Source: an optimization exercise on an open RTL-to-GDS flow (aim: small area, a short achievable clock period and few clock cycles per item). Production flows keep margins and buffers that such runs may drop.
Only simulation tests tie the RTL to the original design; equivalence was not proved.
Power and IR drop assume default switching activity.

Design ssm, start of the top module:
module ssm #(parameter LEN = 128)(clk, rst, start, a_in, b_in, n_in, ready, p_out);
    input clk, rst, start;
    input [LEN-1:0] a_in, b_in, n_in;
    output reg ready;
    output [LEN-1:0] p_out;
    localparam W = LEN + 3;
    localparam NB = 5;             
    localparam WB = 27;            
    localparam [2:0] ST_IDLE = 3'd0, ST_LOOP = 3'd1, ST_CONV = 3'd2, ST_FIN = 3'd3;
    reg [W-1:0] S, C;
    reg [2:0] st;
    reg [7:0] cnt;       
    reg bbit;            
    reg bnx;             
    reg [7:0] es;        
    reg [7:0] ahi;       
    reg [7:0] rab;       
    reg [8:0] nhi;       
    reg [7:0] w0, w1, w2;  
    reg first;           
    reg tl;              
    reg ph;              
    reg fb;              
    reg [7:0] nt1, nt2;  
    reg [4:0] atop;      
    reg [6:0] ntop;      
    reg qp2, qm2, qm4;   
    reg [1:0] fstep;     
    reg cinr;            
    assign p_out = S[LEN:1];
    function cmp_neg8(input [7:0] x, input [7:0] y, input [7:0] z);
        reg [7:0] hs, hc, u, v, g, p, g1, p1, g2, p2;
        begin
            hs = x ^ y ^ z;
            hc = (x & y) | (x & z) | (y & z);
            u = hs;
            v = {hc[6:0], 1'b0};
            g = u & v;
            p = u ^ v;
            g1 = g | (p & {g[6:0], 1'b0});
            p1 = p & {p[6:0], 1'b0};
            g2 = g1 | (p1 & {g1[5:0], 2'b00});
            p2 = p1 & {p1[5:0], 2'b00};
            cmp_neg8 = p[7] ^ (g2[6] | (p2[6] & g2[2]));
        end
    endfunction
    wire in_loop = (st == ST_LOOP);
    wire in_fin = (st == ST_FIN);
    wire xneg = S[W-1];
    reg dn, nx, ld, d_p2, d_m2, d_m4;
    reg [1:0] fstep_n;
    always @(*) begin
        dn = 1'b0; nx = 1'b0; ld = 1'b0; d_p2 = 1'b0; d_m2 = 1'b0; d_m4 = 1'b0; fstep_n = 2'd2;
        if (!fb) begin
            if (fstep == 2'd0 && xneg) begin ld = 1'b1; d_p2 = 1'b1; fstep_n = 2'd2; end
            else dn = 1'b1;
        end else if (!ph) begin
            case (fstep)
                2'd0: begin ld = 1'b1; d_m4 = 1'b1; fstep_n = 2'd1; end
  ...
Settings: LEC_CHECK=0, CAP_MARGIN=20, CORE_MARGIN=2, CORE_UTILIZATION=50, SETUP_SLACK_MARGIN=4.5, SLEW_MARGIN=20; clock period 7.5 ns.
standard.sh (not shown) runs the stock make flow with config.mk's settings and CLKGATE_MAP_FILE= SYNTH_SCRIPT=/design/flow/synth_recipe.tcl, a recipe that flattens the netlist after the stock synthesis.
==> flow/flow/run.sh <==
#!/bin/bash
# The standard layout (the standard.sh, standard synthesis included), with the
# ports buffered by the smallest buffer cell instead of the one buffer_ports picks.
set -euo pipefail
export BUFFER_PORTS_ARGS="-buffer_cell sky130_fd_sc_hd__buf_1"
bash standard.sh finish > standard_flow.log 2>&1
The baseline ran to the end with no violations.
Testbench counts at the start, summed over its fixed seeds: cycles 34,177, items 256.
Then changed:
--- a/flow/design.v
+++ b/flow/design.v
@@ -235,52 +235,62 @@
     end
     always @(posedge clk) begin
         case (st)
             ST_IDLE: if (start) begin
                 cnt <= 8'd125;
                 bbit <= b_in[LEN-1];
                 bnx <= b_in[LEN-2];
+                first <= 1'b1;
                 tl <= 1'b0;
                 ph <= 1'b0;
                 fb <= ~n_in[LEN-1];
+                w0 <= 8'd6;
+                w1 <= nt1_in;
+                w2 <= nt2_in;
                 nt1 <= nt1_in;
                 nt2 <= nt2_in;
                 atop <= a_in[LEN-1:LEN-5];
                 ahi <= a_in[LEN-1:LEN-8];
+                rab <= a_in[LEN-1:LEN-8] & {8{b_in[LEN-1]}};
                 nhi <= n_in[LEN-1:LEN-9];
                 ntop <= n_in[LEN-1:LEN-7];
+                qp2 <= 1'b0;
+                qm2 <= 1'b0;
+                qm4 <= 1'b0;
                 fstep <= 2'd0;
                 cinr <= 1'b0;
+                es <= 8'hff;
             end
             ST_LOOP: begin
+                first <= 1'b0;
+                es <= es_nx;
+                qp2 <= ~fb & ~first & ~g0;
+                qm2 <= ~fb & ~first & g1 & ~g2;
+                qm4 <= ~fb & ~first & g2;
                 if (tl)
                     ph <= 1'b1;
                 else begin
                     bbit <= bnx;
+                    rab <= ahi & {8{bnx}};
                     bnx <= cnt[7] ? 1'b0 : b_in[cnt[6:0]];
+                    w0 <= bnx ? wa0 : 8'd6;
+                    w1 <= bnx ? wa1 : nt1;
+                    w2 <= bnx ? wa2 : nt2;
                     cnt <= cnt - 8'd1;
                     if (cnt == 8'hfe) tl <= 1'b1;
                 end
                 fstep <= 2'd0;
             end
             ST_CONV: cinr <= 1'b0;
             ST_FIN: begin
+                qp2 <= 1'b0;
+                qm2 <= 1'b0;
+                qm4 <= 1'b0;
                 if (!dn && !nx) begin
                     cinr <= qneg;
                     fstep <= fstep_n;
                 end
             end
             default: ;
         endcase
     end
-    always @(posedge clk) begin
-        first <= (st == ST_IDLE);
-        es <= es_nx;
-        qp2 <= in_loop & ~fb & ~first & ~g0;
-        qm2 <= in_loop & ~fb & ~first & g1 & ~g2;
-        qm4 <= in_loop & ~fb & ~first & g2;
-        w0 <= bnx ? wa0 : 8'd6;
-        w1 <= bnx ? wa1 : nt1;
-        w2 <= bnx ? wa2 : nt2;
-        rab <= (st == ST_IDLE) ? (a_in[LEN-1:LEN-8] & {8{b_in[LEN-1]}}) : (ahi & {8{bnx}});
-    end
 endmodule
After rerunning: Power is lower by 1.1%; area after synthesis is higher by 1.5%; die area is higher by about 1.5%; global-route usage is lower by 1.1 points; clock power barely changes; clock skew is lower by 5.4 ps; final area is higher by 0.71%; cell count is lower by 0.40%; routed wire length is lower by 1.7%; non-clock buffer count is higher by 13; flip-flop and latch count is unchanged; core utilization is lower by 0.65 points; worst setup slack loses 83 ps; register-to-register slack loses 80 ps.
Testbench counts after the change, summed over its fixed seeds: cycles 34,177, items 256.

== violet ==
Another version of the RTL of ssm (not shown whole).
Size: ~3,200 cells after synthesis, roughly 520 I/O pins, about 31,000 um2 of cells after synthesis.
==> flow/design.v (excerpt) <==
module ssm #(parameter LEN = 128)(clk, rst, start, a_in, b_in, n_in, ready, p_out);
clock: 7.5 ns
lec_check: 0
cap_margin: 20
core_margin: 2
core_utilization: 60
setup_slack_margin: 4.5
slew_margin: 20
Scripts as last shown in full above: flow/flow/run.sh
The final layout from violet, which completed every stage, passed the timing, DRC and antenna checks at the end of the flow.
Testbench counts of violet, summed over its fixed seeds: cycles 34,168, items 256.
> inputs changed (violet -> harbor)
-- flow/design.v --
<<< violet, line 68
    output [LEN-1:0] p_out;
    localparam W = LEN + 3;
    localparam NB = 4;             
    localparam WB = 33;            
    localparam [2:0] ST_IDLE = 3'd0, ST_LOOP = 3'd1, ST_CONV = 3'd2, ST_FIN = 3'd3;
    reg [W-1:0] S, C;
>>> harbor, line 68
    output [LEN-1:0] p_out;
    localparam W = LEN + 3;
    localparam NB = 5;             
    localparam WB = 27;            
    localparam [2:0] ST_IDLE = 3'd0, ST_LOOP = 3'd1, ST_CONV = 3'd2, ST_FIN = 3'd3;
    reg [W-1:0] S, C;
<<< violet, line 76
    reg bbit;            
    reg bnx;             
    reg [7:0] w0, w1, w2;  
    reg first;           
>>> harbor, line 76
    reg bbit;            
    reg bnx;             
    reg [7:0] es;        
    reg [7:0] ahi;       
    reg [7:0] rab;       
    reg [8:0] nhi;       
    reg [7:0] w0, w1, w2;  
    reg first;           
<<< violet, line 145
    wire [W-1:0] c2 = (s1 & c1s) | (s1 & qt) | (c1s & qt);
    wire [W-1:0] csa_c = {c2[W-2:0], qneg};
    wire [7:0] ex1 = S[W-2:W-9];
    wire [7:0] ex2 = C[W-2:W-9];
    wire [7:0] en2 = {2'b00, ntop[6:1]};
    wire [7:0] en4 = {1'b0, ntop};
    wire [7:0] ext = ({8{qp2}} & en2) | ({8{qm2}} & ~en2) | ({8{qm4}} & ~en4);
    wire [7:0] es1 = ex1 ^ ex2 ^ ext;
    wire [7:0] ec1 = {((ex1 & ex2) | (ex1 & ext) | (ex2 & ext)), 1'b0};
    wire g0 = ~cmp_neg8(es1, ec1, w0);
    wire g1 = ~cmp_neg8(es1, ec1, w1);
>>> harbor, line 149
    wire [W-1:0] c2 = (s1 & c1s) | (s1 & qt) | (c1s & qt);
    wire [W-1:0] csa_c = {c2[W-2:0], qneg};
    wire [7:0] en2 = {2'b00, ntop[6:1]};
    wire [7:0] en4 = {1'b0, ntop};
    wire [7:0] ext = ({8{qp2}} & en2) | ({8{qm2}} & ~en2) | ({8{qm4}} & ~en4);
    wire [7:0] es1 = es;
    wire [7:0] ec1 = ext;
    wire g0 = ~cmp_neg8(es1, ec1, w0);
    wire g1 = ~cmp_neg8(es1, ec1, w1);
<<< violet, line 160
    wire [7:0] nt1_in = 8'd0 - (8'd12 + {5'd0, kin});
    wire [7:0] nt2_in = 8'd0 - (8'd27 + {4'd0, kin, 1'b0} + {5'd0, kin});
    wire [7:0] at_in = b_in[LEN-1] ? {3'b000, a_in[LEN-1:LEN-5]} : 8'd0;
    wire [W-1:0] sum;
    wire [NB-1:0] bco;
>>> harbor, line 162
    wire [7:0] nt1_in = 8'd0 - (8'd12 + {5'd0, kin});
    wire [7:0] nt2_in = 8'd0 - (8'd27 + {4'd0, kin, 1'b0} + {5'd0, kin});
    wire [9:0] rx1 = S[W-3:W-12];                           
    wire [9:0] rx2 = C[W-3:W-12];
    wire [9:0] rx3 = {2'b00, rab};                          
    wire [9:0] rs1 = rx1 ^ rx2 ^ rx3;
    wire [9:0] rc1 = (rx1 & rx2) | (rx1 & rx3) | (rx2 & rx3);
    wire [8:0] rn2 = {1'b0, nhi[8:1]};                      
    wire [8:0] rn4 = nhi;                                   
    wire [8:0] rqt = ({9{qp2}} & rn2) | ({9{qm2}} & ~rn2) | ({9{qm4}} & ~rn4);
    wire [8:0] ra = rs1[9:1];                               
    wire [8:0] rb = rc1[8:0];                               
    wire [8:0] rs2 = ra ^ rb ^ rqt;
    wire [8:0] rc2 = (ra & rb) | (ra & rqt) | (rb & rqt);
    wire [7:0] es_nx = rs2[8:1] + rc2[7:0];                
    wire [W-1:0] sum;
    wire [NB-1:0] bco;
<<< violet, line 226
                bbit <= b_in[LEN-1];
                bnx <= b_in[LEN-2];
                w0 <= at_in + 8'd6;
                w1 <= at_in + nt1_in;
                w2 <= at_in + nt2_in;
                first <= 1'b1;
                tl <= 1'b0;
                ph <= 1'b0;
                fb <= ~n_in[LEN-1];
                nt1 <= nt1_in;
                nt2 <= nt2_in;
                atop <= a_in[LEN-1:LEN-5];
                ntop <= n_in[LEN-1:LEN-7];
                qp2 <= 1'b0;
>>> harbor, line 240
                bbit <= b_in[LEN-1];
                bnx <= b_in[LEN-2];
                first <= 1'b1;
                tl <= 1'b0;
                ph <= 1'b0;
                fb <= ~n_in[LEN-1];
                w0 <= 8'd6;
                w1 <= nt1_in;
                w2 <= nt2_in;
                nt1 <= nt1_in;
                nt2 <= nt2_in;
                atop <= a_in[LEN-1:LEN-5];
                ahi <= a_in[LEN-1:LEN-8];
                rab <= a_in[LEN-1:LEN-8] & {8{b_in[LEN-1]}};
                nhi <= n_in[LEN-1:LEN-9];
                ntop <= n_in[LEN-1:LEN-7];
                qp2 <= 1'b0;
<<< violet, line 242
                fstep <= 2'd0;
                cinr <= 1'b0;
            end
            ST_LOOP: begin
                first <= 1'b0;
                qp2 <= ~fb & ~g0;
                qm2 <= ~fb & g1 & ~g2;
                qm4 <= ~fb & g2;
                if (tl)
                    ph <= 1'b1;
                else begin
                    bbit <= bnx;
                    bnx <= cnt[7] ? 1'b0 : b_in[cnt[6:0]];
                    w0 <= bnx ? wa0 : 8'd6;
>>> harbor, line 259
                fstep <= 2'd0;
                cinr <= 1'b0;
                es <= 8'hff;
            end
            ST_LOOP: begin
                first <= 1'b0;
                es <= es_nx;
                qp2 <= ~fb & ~first & ~g0;
                qm2 <= ~fb & ~first & g1 & ~g2;
                qm4 <= ~fb & ~first & g2;
                if (tl)
                    ph <= 1'b1;
                else begin
                    bbit <= bnx;
                    rab <= ahi & {8{bnx}};
                    bnx <= cnt[7] ? 1'b0 : b_in[cnt[6:0]];
                    w0 <= bnx ? wa0 : 8'd6;
### Flow results
The final reports for harbor and violet show layout-stage area growth over the synthesis result lower in the former. For violet, the cell with the biggest individual delay on the critical path was sky130_fd_sc_hd__fa_1, unlike harbor, where it was sky130_fd_sc_hd__edfxtp_1. From violet to harbor the numbers moved as follows: final critical-path share of the clock period shows a reduction of 4.2 points, first-iteration DRC count -about 6%. Summary of harbor over violet: number of signal-net buffers in the layout went down, total clock buffers created by CTS went up, via count of the first global-routing pass did not really move, largest voltage drop on the vdd net went down, placed instance count went up. From violet to harbor the numbers moved as follows: initial standard-cell utilization of the core roughly the same; antenna violation net count after detailed routing barely changed; synthesized cell count increased by 42 relative to the old numbers.
Testbench counts of harbor, summed over its fixed seeds: cycles 34,177, items 256.

## separate check: timing with driven ports
No port has a modelled driver above. Below, the same layouts with a new extraction and two added sets of constraints.
Step 1 assumes that a clkbuf_16 drives the clock port and a buf_2 every other input.
Step 2 moves the port delays by t, midway between the first and last clock arrival at a register: inputs arrive t later, outputs are due t later. That takes back most of the time a late clock gives input paths.
Slacks: ideal / step 1 / step 2; pairs: ideal / step 1.
run | shift t [ns] | setup slack, ns | worst register clock-pin slew, ns | worst slew at a driven data input, ns | cell pins on the clock port's net
the first run of note 1 | 0.661 | 4.460 / 4.460 / 3.818 | 0.06 / 0.06 | 0.15 | 1
the second run of note 1 | 0.651 | 4.377 / 4.377 / 3.907 | 0.06 / 0.06 | 0.13 | 1
violet | 0.645 | 4.100 / 4.100 / 3.614 | 0.07 / 0.07 | 0.15 | 1
harbor | 0.643 | 4.415 / 4.415 / 3.875 | 0.06 / 0.06 | 0.12 | 1
After both steps setup and hold are still met in every run listed. The setup slack of the first run of note 1, which loses most, moves by 0.000 ns with the drivers and by -0.642 ns with both steps.
